Context: an optimization exercise on an open-source flow, tuned for small area and a short achievable clock period. The choices shown serve that exercise and are no tape-out recipe.
No functional check of the RTL was part of this run.

`flow/config.mk`:
```
export PLATFORM = sky130hd
export DESIGN_NAME = cordic_stage
export DESIGN_NICKNAME = cordic_stage
export VERILOG_FILES = /design/flow/design.v
export SDC_FILE = /design/flow/constraint.sdc
export NUM_CORES = 4
export LEC_CHECK = 0
export CAP_MARGIN = 20
export CORE_MARGIN = 2
export CORE_UTILIZATION = 40
export SLEW_MARGIN = 20
```
`flow/run.sh`:
```
#!/bin/bash
# synth_recipe.tcl (not shown) runs the flow's synth.tcl, then flattens the netlist and writes it again
# the make line also repeats each setting of config.mk as NAME=value (left out here)
make -C /OpenROAD-flow-scripts/flow DESIGN_CONFIG=/design/flow/config.mk WORK_HOME=/design/flow/orfs CLKGATE_MAP_FILE= SYNTH_SCRIPT=/design/flow/synth_recipe.tcl finish
```
`flow/design.v`:
```
`timescale 1ns / 1ps
module cordic_stage (clk, reset, X_i, Y_i, Z_i, X_O, Y_O, Z_O);
  input clk;
  input reset;
  input  signed [15:0] X_i;
  input  signed [15:0] Y_i;
  input  signed [15:0] Z_i;
  output signed [15:0] X_O;
  output signed [15:0] Y_O;
  output signed [15:0] Z_O;
wire signed [15:0] as_O_asx_w_st1, as_O_asy_w_st1, as_O_asz_w_st1; 
wire signed [15:0] X_w_st1_st2, Y_w_st1_st2, Z_w_st1_st2;
wire signed [15:0] mux_z_st1_out;
wire dff_st1_out, xor_st1;
xor xor_gate(xor_st1, Z_i[15], Z_i[14]);
mux_2to1 mux_st1(.in0(Z_i), .in1({{2{Z_i[14]}}, {Z_i[13:0]}}), .sel(xor_st1), .out(mux_z_st1_out));
dff dff_st1(.in(xor_st1), .out(dff_st1_out), .clk(clk), .reset(reset));
add_sub asx_st1(.as_in1(X_i), .as_in2(Y_i), .as_control(~(mux_z_st1_out[15])), .as_out(as_O_asx_w_st1));
reg16b  reg16bxout_st1(.reg_in(as_O_asx_w_st1), .reg_out(X_w_st1_st2), .clk(clk), .reset(reset));
add_sub asy_st1(.as_in1(Y_i), .as_in2(X_i), .as_control(mux_z_st1_out[15]), .as_out(as_O_asy_w_st1));
reg16b  reg16byout_st1(.reg_in(as_O_asy_w_st1), .reg_out(Y_w_st1_st2), .clk(clk), .reset(reset));
add_sub asz_st1(.as_in1(mux_z_st1_out), .as_in2(16'h2000), .as_control(~(mux_z_st1_out[15])), .as_out(as_O_asz_w_st1));
reg16b  reg16bzout_st1(.reg_in(as_O_asz_w_st1), .reg_out(Z_w_st1_st2), .clk(clk), .reset(reset));
wire signed [15:0] as_O_asx_w_st2, as_O_asy_w_st2, as_O_asz_w_st2, X_w_st2_st3, Y_w_st2_st3, Z_w_st2_st3;
wire dff_st2_out;
dff dff_st2(.in(dff_st1_out), .out(dff_st2_out), .clk(clk), .reset(reset));
add_sub asx_st2(.as_in1(X_w_st1_st2), .as_in2(Y_w_st1_st2 >>> 1), .as_control(~(Z_w_st1_st2[15])), .as_out(as_O_asx_w_st2));
reg16b  reg16bxout_st2(.reg_in(as_O_asx_w_st2), .reg_out(X_w_st2_st3), .clk(clk), .reset(reset));
add_sub asy_st2(.as_in1(Y_w_st1_st2), .as_in2(X_w_st1_st2 >>> 1), .as_control(Z_w_st1_st2[15]), .as_out(as_O_asy_w_st2));
reg16b  reg16byout_st2(.reg_in(as_O_asy_w_st2), .reg_out(Y_w_st2_st3), .clk(clk), .reset(reset));
add_sub asz_st2(.as_in1(Z_w_st1_st2), .as_in2(16'h12E4), .as_control(~(Z_w_st1_st2[15])), .as_out(as_O_asz_w_st2));
reg16b  reg16bzout_st2(.reg_in(as_O_asz_w_st2), .reg_out(Z_w_st2_st3), .clk(clk), .reset(reset));
wire signed [15:0] as_O_asx_w_st3, as_O_asy_w_st3, as_O_asz_w_st3, X_w_st3_st4, Y_w_st3_st4, Z_w_st3_st4;
wire dff_st3_out;
dff dff_st3(.in(dff_st2_out), .out(dff_st3_out), .clk(clk), .reset(reset));
add_sub asx_st3(.as_in1(X_w_st2_st3), .as_in2(Y_w_st2_st3 >>> 2), .as_control(~(Z_w_st2_st3[15])), .as_out(as_O_asx_w_st3));
reg16b  reg16bxout_st3(.reg_in(as_O_asx_w_st3), .reg_out(X_w_st3_st4), .clk(clk), .reset(reset));
add_sub asy_st3(.as_in1(Y_w_st2_st3), .as_in2(X_w_st2_st3 >>> 2), .as_control(Z_w_st2_st3[15]), .as_out(as_O_asy_w_st3));
reg16b  reg16byout_st3(.reg_in(as_O_asy_w_st3), .reg_out(Y_w_st3_st4), .clk(clk), .reset(reset));
add_sub asz_st3(.as_in1(Z_w_st2_st3), .as_in2(16'h09FB), .as_control(~(Z_w_st2_st3[15])), .as_out(as_O_asz_w_st3));
reg16b  reg16bzout_st3(.reg_in(as_O_asz_w_st3), .reg_out(Z_w_st3_st4), .clk(clk), .reset(reset));
wire signed [15:0] as_O_asx_w_st4, as_O_asy_w_st4, as_O_asz_w_st4, X_w_st4_st5, Y_w_st4_st5, Z_w_st4_st5;
wire dff_st4_out;
dff dff_st4(.in(dff_st3_out), .out(dff_st4_out), .clk(clk), .reset(reset));
add_sub asx_st4(.as_in1(X_w_st3_st4), .as_in2(Y_w_st3_st4 >>> 3), .as_control(~(Z_w_st3_st4[15])), .as_out(as_O_asx_w_st4));
reg16b  reg16bxout_st4(.reg_in(as_O_asx_w_st4), .reg_out(X_w_st4_st5), .clk(clk), .reset(reset));
add_sub asy_st4(.as_in1(Y_w_st3_st4), .as_in2(X_w_st3_st4 >>> 3), .as_control(Z_w_st3_st4[15]), .as_out(as_O_asy_w_st4));
reg16b  reg16byout_st4(.reg_in(as_O_asy_w_st4), .reg_out(Y_w_st4_st5), .clk(clk), .reset(reset));
add_sub asz_st4(.as_in1(Z_w_st3_st4), .as_in2(16'h0511), .as_control(~(Z_w_st3_st4[15])), .as_out(as_O_asz_w_st4));
reg16b  reg16bzout_st4(.reg_in(as_O_asz_w_st4), .reg_out(Z_w_st4_st5), .clk(clk), .reset(reset));
wire signed [15:0] as_O_asx_w_st5, as_O_asy_w_st5, as_O_asz_w_st5, X_w_st5_st6, Y_w_st5_st6, Z_w_st5_st6;
wire dff_st5_out;
dff dff_st5(.in(dff_st4_out), .out(dff_st5_out), .clk(clk), .reset(reset));
add_sub asx_st5(.as_in1(X_w_st4_st5), .as_in2(Y_w_st4_st5 >>> 4), .as_control(~(Z_w_st4_st5[15])), .as_out(as_O_asx_w_st5));
reg16b  reg16bxout_st5(.reg_in(as_O_asx_w_st5), .reg_out(X_w_st5_st6), .clk(clk), .reset(reset));
add_sub asy_st5(.as_in1(Y_w_st4_st5), .as_in2(X_w_st4_st5 >>> 4), .as_control(Z_w_st4_st5[15]), .as_out(as_O_asy_w_st5));
reg16b  reg16byout_st5(.reg_in(as_O_asy_w_st5), .reg_out(Y_w_st5_st6), .clk(clk), .reset(reset));
add_sub asz_st5(.as_in1(Z_w_st4_st5), .as_in2(16'h028B), .as_control(~(Z_w_st4_st5[15])), .as_out(as_O_asz_w_st5));
reg16b  reg16bzout_st5(.reg_in(as_O_asz_w_st5), .reg_out(Z_w_st5_st6), .clk(clk), .reset(reset));
wire signed [15:0] as_O_asx_w_st6, as_O_asy_w_st6, as_O_asz_w_st6, X_w_st6_st7, Y_w_st6_st7, Z_w_st6_st7;
wire dff_st6_out;
dff dff_st6(.in(dff_st5_out), .out(dff_st6_out), .clk(clk), .reset(reset));
add_sub asx_st6(.as_in1(X_w_st5_st6), .as_in2(Y_w_st5_st6 >>> 5), .as_control(~(Z_w_st5_st6[15])), .as_out(as_O_asx_w_st6));
reg16b  reg16bxout_st6(.reg_in(as_O_asx_w_st6), .reg_out(X_w_st6_st7), .clk(clk), .reset(reset));
add_sub asy_st6(.as_in1(Y_w_st5_st6), .as_in2(X_w_st5_st6 >>> 5), .as_control(Z_w_st5_st6[15]), .as_out(as_O_asy_w_st6));
reg16b  reg16byout_st6(.reg_in(as_O_asy_w_st6), .reg_out(Y_w_st6_st7), .clk(clk), .reset(reset));
add_sub asz_st6(.as_in1(Z_w_st5_st6), .as_in2(16'h0146), .as_control(~(Z_w_st5_st6[15])), .as_out(as_O_asz_w_st6));
reg16b  reg16bzout_st6(.reg_in(as_O_asz_w_st6), .reg_out(Z_w_st6_st7), .clk(clk), .reset(reset));
wire signed [15:0] as_O_asx_w_st7, as_O_asy_w_st7, as_O_asz_w_st7, X_w_st7_st8, Y_w_st7_st8, Z_w_st7_st8;
wire dff_st7_out;
dff dff_st7(.in(dff_st6_out), .out(dff_st7_out), .clk(clk), .reset(reset));
add_sub asx_st7(.as_in1(X_w_st6_st7), .as_in2(Y_w_st6_st7 >>> 6), .as_control(~(Z_w_st6_st7[15])), .as_out(as_O_asx_w_st7));
reg16b  reg16bxout_st7(.reg_in(as_O_asx_w_st7), .reg_out(X_w_st7_st8), .clk(clk), .reset(reset));
add_sub asy_st7(.as_in1(Y_w_st6_st7), .as_in2(X_w_st6_st7 >>> 6), .as_control(Z_w_st6_st7[15]), .as_out(as_O_asy_w_st7));
reg16b  reg16byout_st7(.reg_in(as_O_asy_w_st7), .reg_out(Y_w_st7_st8), .clk(clk), .reset(reset));
add_sub asz_st7(.as_in1(Z_w_st6_st7), .as_in2(16'h00A3), .as_control(~(Z_w_st6_st7[15])), .as_out(as_O_asz_w_st7));
reg16b  reg16bzout_st7(.reg_in(as_O_asz_w_st7), .reg_out(Z_w_st7_st8), .clk(clk), .reset(reset));
wire signed [15:0] as_O_asx_w_st8, as_O_asy_w_st8, as_O_asz_w_st8, X_w_st8_st9, Y_w_st8_st9, Z_w_st8_st9;
wire dff_st8_out;
dff dff_st8(.in(dff_st7_out), .out(dff_st8_out), .clk(clk), .reset(reset));
add_sub asx_st8(.as_in1(X_w_st7_st8), .as_in2(Y_w_st7_st8 >>> 7), .as_control(~(Z_w_st7_st8[15])), .as_out(as_O_asx_w_st8));
reg16b  reg16bxout_st8(.reg_in(as_O_asx_w_st8), .reg_out(X_w_st8_st9), .clk(clk), .reset(reset));
add_sub asy_st8(.as_in1(Y_w_st7_st8), .as_in2(X_w_st7_st8 >>> 7), .as_control(Z_w_st7_st8[15]), .as_out(as_O_asy_w_st8));
reg16b  reg16byout_st8(.reg_in(as_O_asy_w_st8), .reg_out(Y_w_st8_st9), .clk(clk), .reset(reset));
add_sub asz_st8(.as_in1(Z_w_st7_st8), .as_in2(16'h0051), .as_control(~(Z_w_st7_st8[15])), .as_out(as_O_asz_w_st8));
reg16b  reg16bzout_st8(.reg_in(as_O_asz_w_st8), .reg_out(Z_w_st8_st9), .clk(clk), .reset(reset));
wire signed [15:0] as_O_asx_w_st9, as_O_asy_w_st9, as_O_asz_w_st9, X_w_st9_st10, Y_w_st9_st10, Z_w_st9_st10;
wire dff_st9_out;
dff dff_st9(.in(dff_st8_out), .out(dff_st9_out), .clk(clk), .reset(reset));
add_sub asx_st9(.as_in1(X_w_st8_st9), .as_in2(Y_w_st8_st9 >>> 8), .as_control(~(Z_w_st8_st9[15])), .as_out(as_O_asx_w_st9));
reg16b  reg16bxout_st9(.reg_in(as_O_asx_w_st9), .reg_out(X_w_st9_st10), .clk(clk), .reset(reset));
add_sub asy_st9(.as_in1(Y_w_st8_st9), .as_in2(X_w_st8_st9 >>> 8), .as_control(Z_w_st8_st9[15]), .as_out(as_O_asy_w_st9));
reg16b  reg16byout_st9(.reg_in(as_O_asy_w_st9), .reg_out(Y_w_st9_st10), .clk(clk), .reset(reset));
add_sub asz_st9(.as_in1(Z_w_st8_st9), .as_in2(16'h0029), .as_control(~(Z_w_st8_st9[15])), .as_out(as_O_asz_w_st9));
reg16b  reg16bzout_st9(.reg_in(as_O_asz_w_st9), .reg_out(Z_w_st9_st10), .clk(clk), .reset(reset));
wire signed [15:0] as_O_asx_w_st10, as_O_asy_w_st10, as_O_asz_w_st10, X_w_st10_st11, Y_w_st10_st11, Z_w_st10_st11;
wire dff_st10_out;
dff dff_st10(.in(dff_st9_out), .out(dff_st10_out), .clk(clk), .reset(reset));
add_sub asx_st10(.as_in1(X_w_st9_st10), .as_in2(Y_w_st9_st10 >>> 9), .as_control(~(Z_w_st9_st10[15])), .as_out(as_O_asx_w_st10));
reg16b  reg16bxout_st10(.reg_in(as_O_asx_w_st10), .reg_out(X_w_st10_st11), .clk(clk), .reset(reset));
add_sub asy_st10(.as_in1(Y_w_st9_st10), .as_in2(X_w_st9_st10 >>> 9), .as_control(Z_w_st9_st10[15]), .as_out(as_O_asy_w_st10));
reg16b  reg16byout_st10(.reg_in(as_O_asy_w_st10), .reg_out(Y_w_st10_st11), .clk(clk), .reset(reset));
add_sub asz_st10(.as_in1(Z_w_st9_st10), .as_in2(16'h0014), .as_control(~(Z_w_st9_st10[15])), .as_out(as_O_asz_w_st10));
reg16b  reg16bzout_st10(.reg_in(as_O_asz_w_st10), .reg_out(Z_w_st10_st11), .clk(clk), .reset(reset));
wire signed [15:0] as_O_asx_w_st11, as_O_asy_w_st11, as_O_asz_w_st11, X_w_st11_st12, Y_w_st11_st12, Z_w_st11_st12;
wire dff_st11_out;
dff dff_st11(.in(dff_st10_out), .out(dff_st11_out), .clk(clk), .reset(reset));
add_sub asx_st11(.as_in1(X_w_st10_st11), .as_in2(Y_w_st10_st11 >>> 10), .as_control(~(Z_w_st10_st11[15])), .as_out(as_O_asx_w_st11));
reg16b  reg16bxout_st11(.reg_in(as_O_asx_w_st11), .reg_out(X_w_st11_st12), .clk(clk), .reset(reset));
add_sub asy_st11(.as_in1(Y_w_st10_st11), .as_in2(X_w_st10_st11 >>> 10), .as_control(Z_w_st10_st11[15]), .as_out(as_O_asy_w_st11));
reg16b  reg16byout_st11(.reg_in(as_O_asy_w_st11), .reg_out(Y_w_st11_st12), .clk(clk), .reset(reset));
add_sub asz_st11(.as_in1(Z_w_st10_st11), .as_in2(16'h000A), .as_control(~(Z_w_st10_st11[15])), .as_out(as_O_asz_w_st11));
reg16b  reg16bzout_st11(.reg_in(as_O_asz_w_st11), .reg_out(Z_w_st11_st12), .clk(clk), .reset(reset));
wire signed [15:0] as_O_asx_w_st12, as_O_asy_w_st12, as_O_asz_w_st12, X_w_st12_st13, Y_w_st12_st13, Z_w_st12_st13;
wire dff_st12_out;
dff dff_st12(.in(dff_st11_out), .out(dff_st12_out), .clk(clk), .reset(reset));
add_sub asx_st12(.as_in1(X_w_st11_st12), .as_in2(Y_w_st11_st12 >>> 11), .as_control(~(Z_w_st11_st12[15])), .as_out(as_O_asx_w_st12));
reg16b  reg16bxout_st12(.reg_in(as_O_asx_w_st12), .reg_out(X_w_st12_st13), .clk(clk), .reset(reset));
add_sub asy_st12(.as_in1(Y_w_st11_st12), .as_in2(X_w_st11_st12 >>> 11), .as_control(Z_w_st11_st12[15]), .as_out(as_O_asy_w_st12));
reg16b  reg16byout_st12(.reg_in(as_O_asy_w_st12), .reg_out(Y_w_st12_st13), .clk(clk), .reset(reset));
add_sub asz_st12(.as_in1(Z_w_st11_st12), .as_in2(16'h0005), .as_control(~(Z_w_st11_st12[15])), .as_out(as_O_asz_w_st12));
reg16b  reg16bzout_st12(.reg_in(as_O_asz_w_st12), .reg_out(Z_w_st12_st13), .clk(clk), .reset(reset));
wire signed [15:0] as_O_asx_w_st13, as_O_asy_w_st13, as_O_asz_w_st13, X_w_st13_st14, Y_w_st13_st14, Z_w_st13_st14;
wire dff_st13_out;
dff dff_st13(.in(dff_st12_out), .out(dff_st13_out), .clk(clk), .reset(reset));
add_sub asx_st13(.as_in1(X_w_st12_st13), .as_in2(Y_w_st12_st13 >>> 12), .as_control(~(Z_w_st12_st13[15])), .as_out(as_O_asx_w_st13));
reg16b  reg16bxout_st13(.reg_in(as_O_asx_w_st13), .reg_out(X_w_st13_st14), .clk(clk), .reset(reset));
add_sub asy_st13(.as_in1(Y_w_st12_st13), .as_in2(X_w_st12_st13 >>> 12), .as_control(Z_w_st12_st13[15]), .as_out(as_O_asy_w_st13));
reg16b  reg16byout_st13(.reg_in(as_O_asy_w_st13), .reg_out(Y_w_st13_st14), .clk(clk), .reset(reset));
add_sub asz_st13(.as_in1(Z_w_st12_st13), .as_in2(16'h0003), .as_control(~(Z_w_st12_st13[15])), .as_out(as_O_asz_w_st13));
reg16b  reg16bzout_st13(.reg_in(as_O_asz_w_st13), .reg_out(Z_w_st13_st14), .clk(clk), .reset(reset));
wire signed [15:0] as_O_asx_w_st14, as_O_asy_w_st14, as_O_asz_w_st14, X_w_st14_st15, Y_w_st14_st15, Z_w_st14_st15;
wire dff_st14_out;
dff dff_st14(.in(dff_st13_out), .out(dff_st14_out), .clk(clk), .reset(reset));
add_sub asx_st14(.as_in1(X_w_st13_st14), .as_in2(Y_w_st13_st14 >>> 13), .as_control(~(Z_w_st13_st14[15])), .as_out(as_O_asx_w_st14));
reg16b  reg16bxout_st14(.reg_in(as_O_asx_w_st14), .reg_out(X_w_st14_st15), .clk(clk), .reset(reset));
add_sub asy_st14(.as_in1(Y_w_st13_st14), .as_in2(X_w_st13_st14 >>> 13), .as_control(Z_w_st13_st14[15]), .as_out(as_O_asy_w_st14));
reg16b  reg16byout_st14(.reg_in(as_O_asy_w_st14), .reg_out(Y_w_st14_st15), .clk(clk), .reset(reset));
add_sub asz_st14(.as_in1(Z_w_st13_st14), .as_in2(16'h0001), .as_control(~(Z_w_st13_st14[15])), .as_out(as_O_asz_w_st14));
reg16b  reg16bzout_st14(.reg_in(as_O_asz_w_st14), .reg_out(Z_w_st14_st15), .clk(clk), .reset(reset));
wire signed [15:0] as_O_asx_w_st15, as_O_asy_w_st15, as_O_asz_w_st15, X_w_st15_st16, Y_w_st15_st16, Z_w_st15_st16;
wire dff_st15_out;
dff dff_st15(.in(dff_st14_out), .out(dff_st15_out), .clk(clk), .reset(reset));
add_sub asx_st15(.as_in1(X_w_st14_st15), .as_in2(Y_w_st14_st15 >>> 14), .as_control(~(Z_w_st14_st15[15])), .as_out(as_O_asx_w_st15));
reg16b  reg16bxout_st15(.reg_in(as_O_asx_w_st15), .reg_out(X_w_st15_st16), .clk(clk), .reset(reset));
add_sub asy_st15(.as_in1(Y_w_st14_st15), .as_in2(X_w_st14_st15 >>> 14), .as_control(Z_w_st14_st15[15]), .as_out(as_O_asy_w_st15));
reg16b  reg16byout_st15(.reg_in(as_O_asy_w_st15), .reg_out(Y_w_st15_st16), .clk(clk), .reset(reset));
add_sub asz_st15(.as_in1(Z_w_st14_st15), .as_in2(16'h0001), .as_control(~(Z_w_st14_st15[15])), .as_out(as_O_asz_w_st15));
reg16b  reg16bzout_st15(.reg_in(as_O_asz_w_st15), .reg_out(Z_w_st15_st16), .clk(clk), .reset(reset));
wire signed [15:0] as_O_asx_w_st16, as_O_asy_w_st16, as_O_asz_w_st16, X_w_st16_st17, Y_w_st16_st17, Z_w_st16_st17;
wire dff_st16_out;
dff dff_st16(.in(dff_st15_out), .out(dff_st16_out), .clk(clk), .reset(reset));
add_sub asx_st16(.as_in1(X_w_st15_st16), .as_in2(Y_w_st15_st16 >>> 15), .as_control(~(Z_w_st15_st16[15])), .as_out(as_O_asx_w_st16));
reg16b  reg16bxout_st16(.reg_in(as_O_asx_w_st16), .reg_out(X_w_st16_st17), .clk(clk), .reset(reset));
add_sub asy_st16(.as_in1(Y_w_st15_st16), .as_in2(X_w_st15_st16 >>> 15), .as_control(Z_w_st15_st16[15]), .as_out(as_O_asy_w_st16));
reg16b  reg16byout_st16(.reg_in(as_O_asy_w_st16), .reg_out(Y_w_st16_st17), .clk(clk), .reset(reset));
add_sub asz_st16(.as_in1(Z_w_st15_st16), .as_in2(16'h0000), .as_control(~(Z_w_st15_st16[15])), .as_out(as_O_asz_w_st16));
reg16b  reg16bzout_st16(.reg_in(as_O_asz_w_st16), .reg_out(Z_O), .clk(clk), .reset(reset));
mux_2to1 mux_x_st17(.in0(X_w_st16_st17), .in1(-X_w_st16_st17), .sel(dff_st16_out), .out(X_O));
mux_2to1 mux_y_st17(.in0(Y_w_st16_st17), .in1(-Y_w_st16_st17), .sel(dff_st16_out), .out(Y_O));
endmodule
module reg16b(reg_in, reg_out, clk, reset);
input clk, reset;
input signed [15:0] reg_in;
output reg signed [15:0] reg_out;
always @(posedge clk)
begin
    if (reset)
      reg_out <= 16'sd0;
    else
      reg_out <= reg_in;     
end
endmodule  
module add_sub(as_in1, as_in2,as_control, as_out);
input signed [15:0] as_in1, as_in2;
input as_control;
output reg signed [15:0] as_out;
always @(*)
begin
  if (as_control)
    as_out = as_in1 - as_in2;
  else
    as_out = as_in1 + as_in2;
end
endmodule
module mux_2to1(in0, in1, sel, out);
input signed [15:0] in0, in1;
input sel;
output reg signed [15:0] out;
always @(*)
begin
    if(sel)
        out = in1;
    else
        out = in0;
end
endmodule
module dff(in, out, clk, reset);
input in, clk, reset;
output reg out;
always @(posedge clk)
    begin
        if(reset)
            out <= 0;
        else
            out <= in;
    end
endmodule
```
`flow/constraint.sdc`:
```
create_clock -name core_clock -period 3.65 [get_ports {clk}]
set_input_delay 0.7300 -clock core_clock [delete_from_list [all_inputs] [get_ports {clk}]]
set_output_delay 0.7300 -clock core_clock [all_outputs]
set_load 0.01 [all_outputs]
```
==> out/metrics.yaml <==
min_path_type: "input port to flip-flop"
path_max_fanout: 3
clk_latency_ns: 0.71
cp_num_cells: 5
first_pass_iters: 16
crit_buf_inv: 1
slowest_stage: "clkdlybuf4s50_1"
totalWireLength_mm: 150
dpl_cell_area_um2: 61500
timing.slew.headroom_pct: 48.7
path_delay_family: "simple AND/OR/NAND/NOR gates"
ctsLongestPathBuffers: 3
avgSynthCellArea_um2: 8.31
syn2layout_area_growth_pct: 12.1
critPathCapture: "X_O[11]"
rsz0062_at_grt: "true"
synth_cells: 6961
whs_ns: 0.397
regToRegSetupSlack_ns: 0.24
hold_violations: 0
track_usage_pct: 19.9
ff_latch_area_um2: 15700
fillCellCount: 14300
synth_area_leader_cell: "dfxtp_1"
ys.flop_type: "dfxtp_1"
r2r-start: "reg16bxout_st2.reg_out[8]"
ys_types: 92
start_util_pct: 40.3
die_w_um: 384
ys_warn_count: 4
tritoncts: "done"
layout_commonest_cell: "nor2_1"
die_area_um2: 148000
setup_viol_count_final: 0
viasPerCell: 5.39
layout.nets: 7959
slew_viol_final: 0
synth_top_area_share_pct: 27.1
rr_worst_depth: 12
root_buffer: "clkbuf_16"
synth_mux_area_share_pct: 2.01
drive_gt1_share_pct: 5.75
vias: 48900
synthSimpleGateAreaFrac_pct: 19.8
io-pin-count: 98
drt_iter0_drc: 2642
drt_drc_violations_left: 0
cts.sinks: 783
synthesis.nets: 7832
yosys-top-cells-area: "dfxtp_1 27%, ha_1 17%, nor2_1 5.8%"
min_period_over_period_pct: 96.6
wl_per_cell_um: 16.5
rows: 139
gr-total-overflow: 0
synth_edf_count: 0
fin_worst_skew_ns: 0.0325
critical_path.cell_chain: "or4_1 > or2_2 > o21ai_1 > xnor2_1 > clkdlybuf4s50_1"
postLayoutCoreUtil_pct: 45.1
io_buffers: 97
crit_type: "flip-flop to output pin"
grt_max_degree: 158
syn-cell-area_um2: 57900
cts_buffers: 93
antenna_found_initial: 4
chipHeight_um: 384
gp_congestion: 0.865
yosys.area_share.adder_pct: 18.4
synth_top_family_by_area: "compound AO/OA/AOI/OAI gates"
cp-startpoint: "reg16bxout_st16.reg_out[8]"
path_clk_slew_ns: 0.06
diodes: 0
synth_compound_area_share_pct: 20.1
status: "no timing/DRC/antenna violations"
synth-async-reset-ratio_pct: 0
crit_path_start_kind: "flip-flop"
coreArea_um2: 144000
dp_hpwl_mm: 116
multi_input_area_um2: 40300
critical-path-max-stage-delay_ns: 0.56
grt_pass1_vias: 46900
grt_pass1_wl_mm: 244
yosysSeqAreaShare_pct: 27.1
fmax_mhz: 283
ys_seq_elements: 783
ant_nets: 0
cap_violations: 0
arrival_ns: 2.80
r2r-end: "reg16byout_st3.reg_out[15]"
synth_xor_area_share_pct: 9.16
finalInstanceArea_um2: 64800
htreeDepth: 3
fin_crit_ns: 3.53
worstPathRequired_ns: 2.92
final_cell_mix: "889 x nor2_1, 783 x dfxtp_1, 773 x ha_1, 512 x a21oi_1, 332 x xnor2_1"
endpoint_kind: "output pin"
tightest_slew_ns: 0.749
[per-stage QoR]
stage | setup slack, ns | instances | setup TNS [ns]
after CTS | 0.00352 | 9066 | 0
after detailed placement | 0.118 | 8896 | 0
after floorplan | 0.204 | 6961 | 0
after global placement | 0.158 | 8896 | 0
after global routing | -0.00889 | 9066 | -0.00889
final | 0.123 | 9066 | 0
[worst min-delay path by stage]
stage / from / to / cells after the start
2_1_floorplan: reg16bzout_st6.reg_out[0] / reg16bzout_st7.reg_out[0] / 1
3_3_place_gp: dff_st2.out / dff_st3.out / 1
3_5_place_dp: dff_st13.out / dff_st14.out / 1
4_1_cts: reset / reg16byout_st12.reg_out[0] / 2
5_1_grt: reset / reg16bxout_st12.reg_out[11] / 2
6_report: reset / reg16byout_st12.reg_out[0] / 2
[worst reg2reg max path, delay by kind of cell (launching register included)]
| kind | cells | cell delay, ns |
|---|---|---|
| xor+xnor | 1 | 0.14 |
| flops | 1 | 0.34 |
| compound gates | 6 | 0.92 |
| fa+ha+maj | 1 | 0.38 |
| simple gates | 4 | 1.55 |
[cell type report]
class,count,share of cell area [%]
clock buffers,117,3.96
flip-flops and latches,783,24.2
well taps,1903,3.67
inverters,333,1.93
clock inverters,53,1.09
multi-input cells,5661,62.1
repair buffers,216,3.08
[kinds of logic after synthesis]
| logic type | Yosys count |
|---|---|
| buffers and inverters | 517 |
| flip-flops | 783 |
| adder cells (fa/ha/maj) | 822 |
| XOR/XNOR | 605 |
| AND/OR/NAND/NOR | 2334 |
| AO/OA/AOI/OAI | 1793 |
| multiplexers | 107 |
[metal layers]
layer,track usage (%),wire [µm],vias up
li1,-,-,25100
met1,27.3,73400,22700
met2,33.1,68200,785
met3,2.52,5160,181
met4,4.53,2900,0
met5,0,0,-
[cells in the mapped netlist (13+ instances only)]
| master | instances |
|---|---|
| a2111oi_0 | 18 |
| a211o_1 | 13 |
| a211oi_1 | 96 |
| a21boi_0 | 30 |
| a21o_1 | 214 |
| a21oi_1 | 512 |
| a311oi_1 | 18 |
| a31oi_1 | 67 |
| and2_1 | 36 |
| and3_1 | 47 |
| buf_1 | 23 |
| clkbuf_1 | 157 |
| dfxtp_1 | 783 |
| fa_1 | 48 |
| ha_1 | 773 |
| inv_1 | 328 |
| mux2_2 | 60 |
| mux2i_1 | 41 |
| nand2_1 | 297 |
| nand2b_1 | 104 |
| nand3_1 | 132 |
| nand4_1 | 48 |
| nor2_1 | 890 |
| nor2b_1 | 240 |
| nor3_1 | 252 |
| nor3b_1 | 61 |
| nor4_1 | 34 |
| nor4b_1 | 21 |
| o2111ai_1 | 15 |
| o211ai_1 | 57 |
| o21a_1 | 135 |
| o21ai_0 | 320 |
| o21ai_1 | 14 |
| o21bai_1 | 59 |
| o22ai_1 | 13 |
| o31a_1 | 31 |
| o31ai_1 | 38 |
| o41ai_1 | 22 |
| or2_2 | 34 |
| or3_1 | 61 |
| or4_1 | 28 |
| xnor2_1 | 332 |
| xor2_1 | 273 |
[timing repair]
action | 4_1_cts | 5_1_grt
hold buffers | 0 | 0
gates cloned | 0 | 0
resized for setup | 8 | 10
setup buffers | 0 | 0
hold endpoints to repair | 0 | 0
pin swaps | 0 | 0
setup endpoints to repair | 6 | 10

-- separate check: timing with driven ports --
The flow's constraints put no driver on any port. The routed layout listed below was extracted and timed again, unchanged, in two steps.
Step 1 (the two cells are an assumption about what drives the block):
set clk [get_ports {clk}]
set_driving_cell -lib_cell sky130_fd_sc_hd__clkbuf_16 $clk
set_driving_cell -lib_cell sky130_fd_sc_hd__buf_2 [delete_from_list [all_inputs] $clk]
Step 2 adds t to the input delays and takes it off the output delays; t is the mean of the earliest and latest rising clock arrival at the registers after step 1. Input paths then give back, and output paths get back, about the clock's delay inside the block.
a / b / c = ideal ports / drivers / drivers and shift; a / b = the first two.
shift t [ns]: 0.766
setup slack, ns: 0.123 / 0.047 / 0.141
slew at the worst register clock pin (ns): 0.07 / 0.07
After both steps setup and hold are still met in this run. For this run, drivers alone change the setup slack by -0.076 ns; drivers and shift together by +0.018 ns.
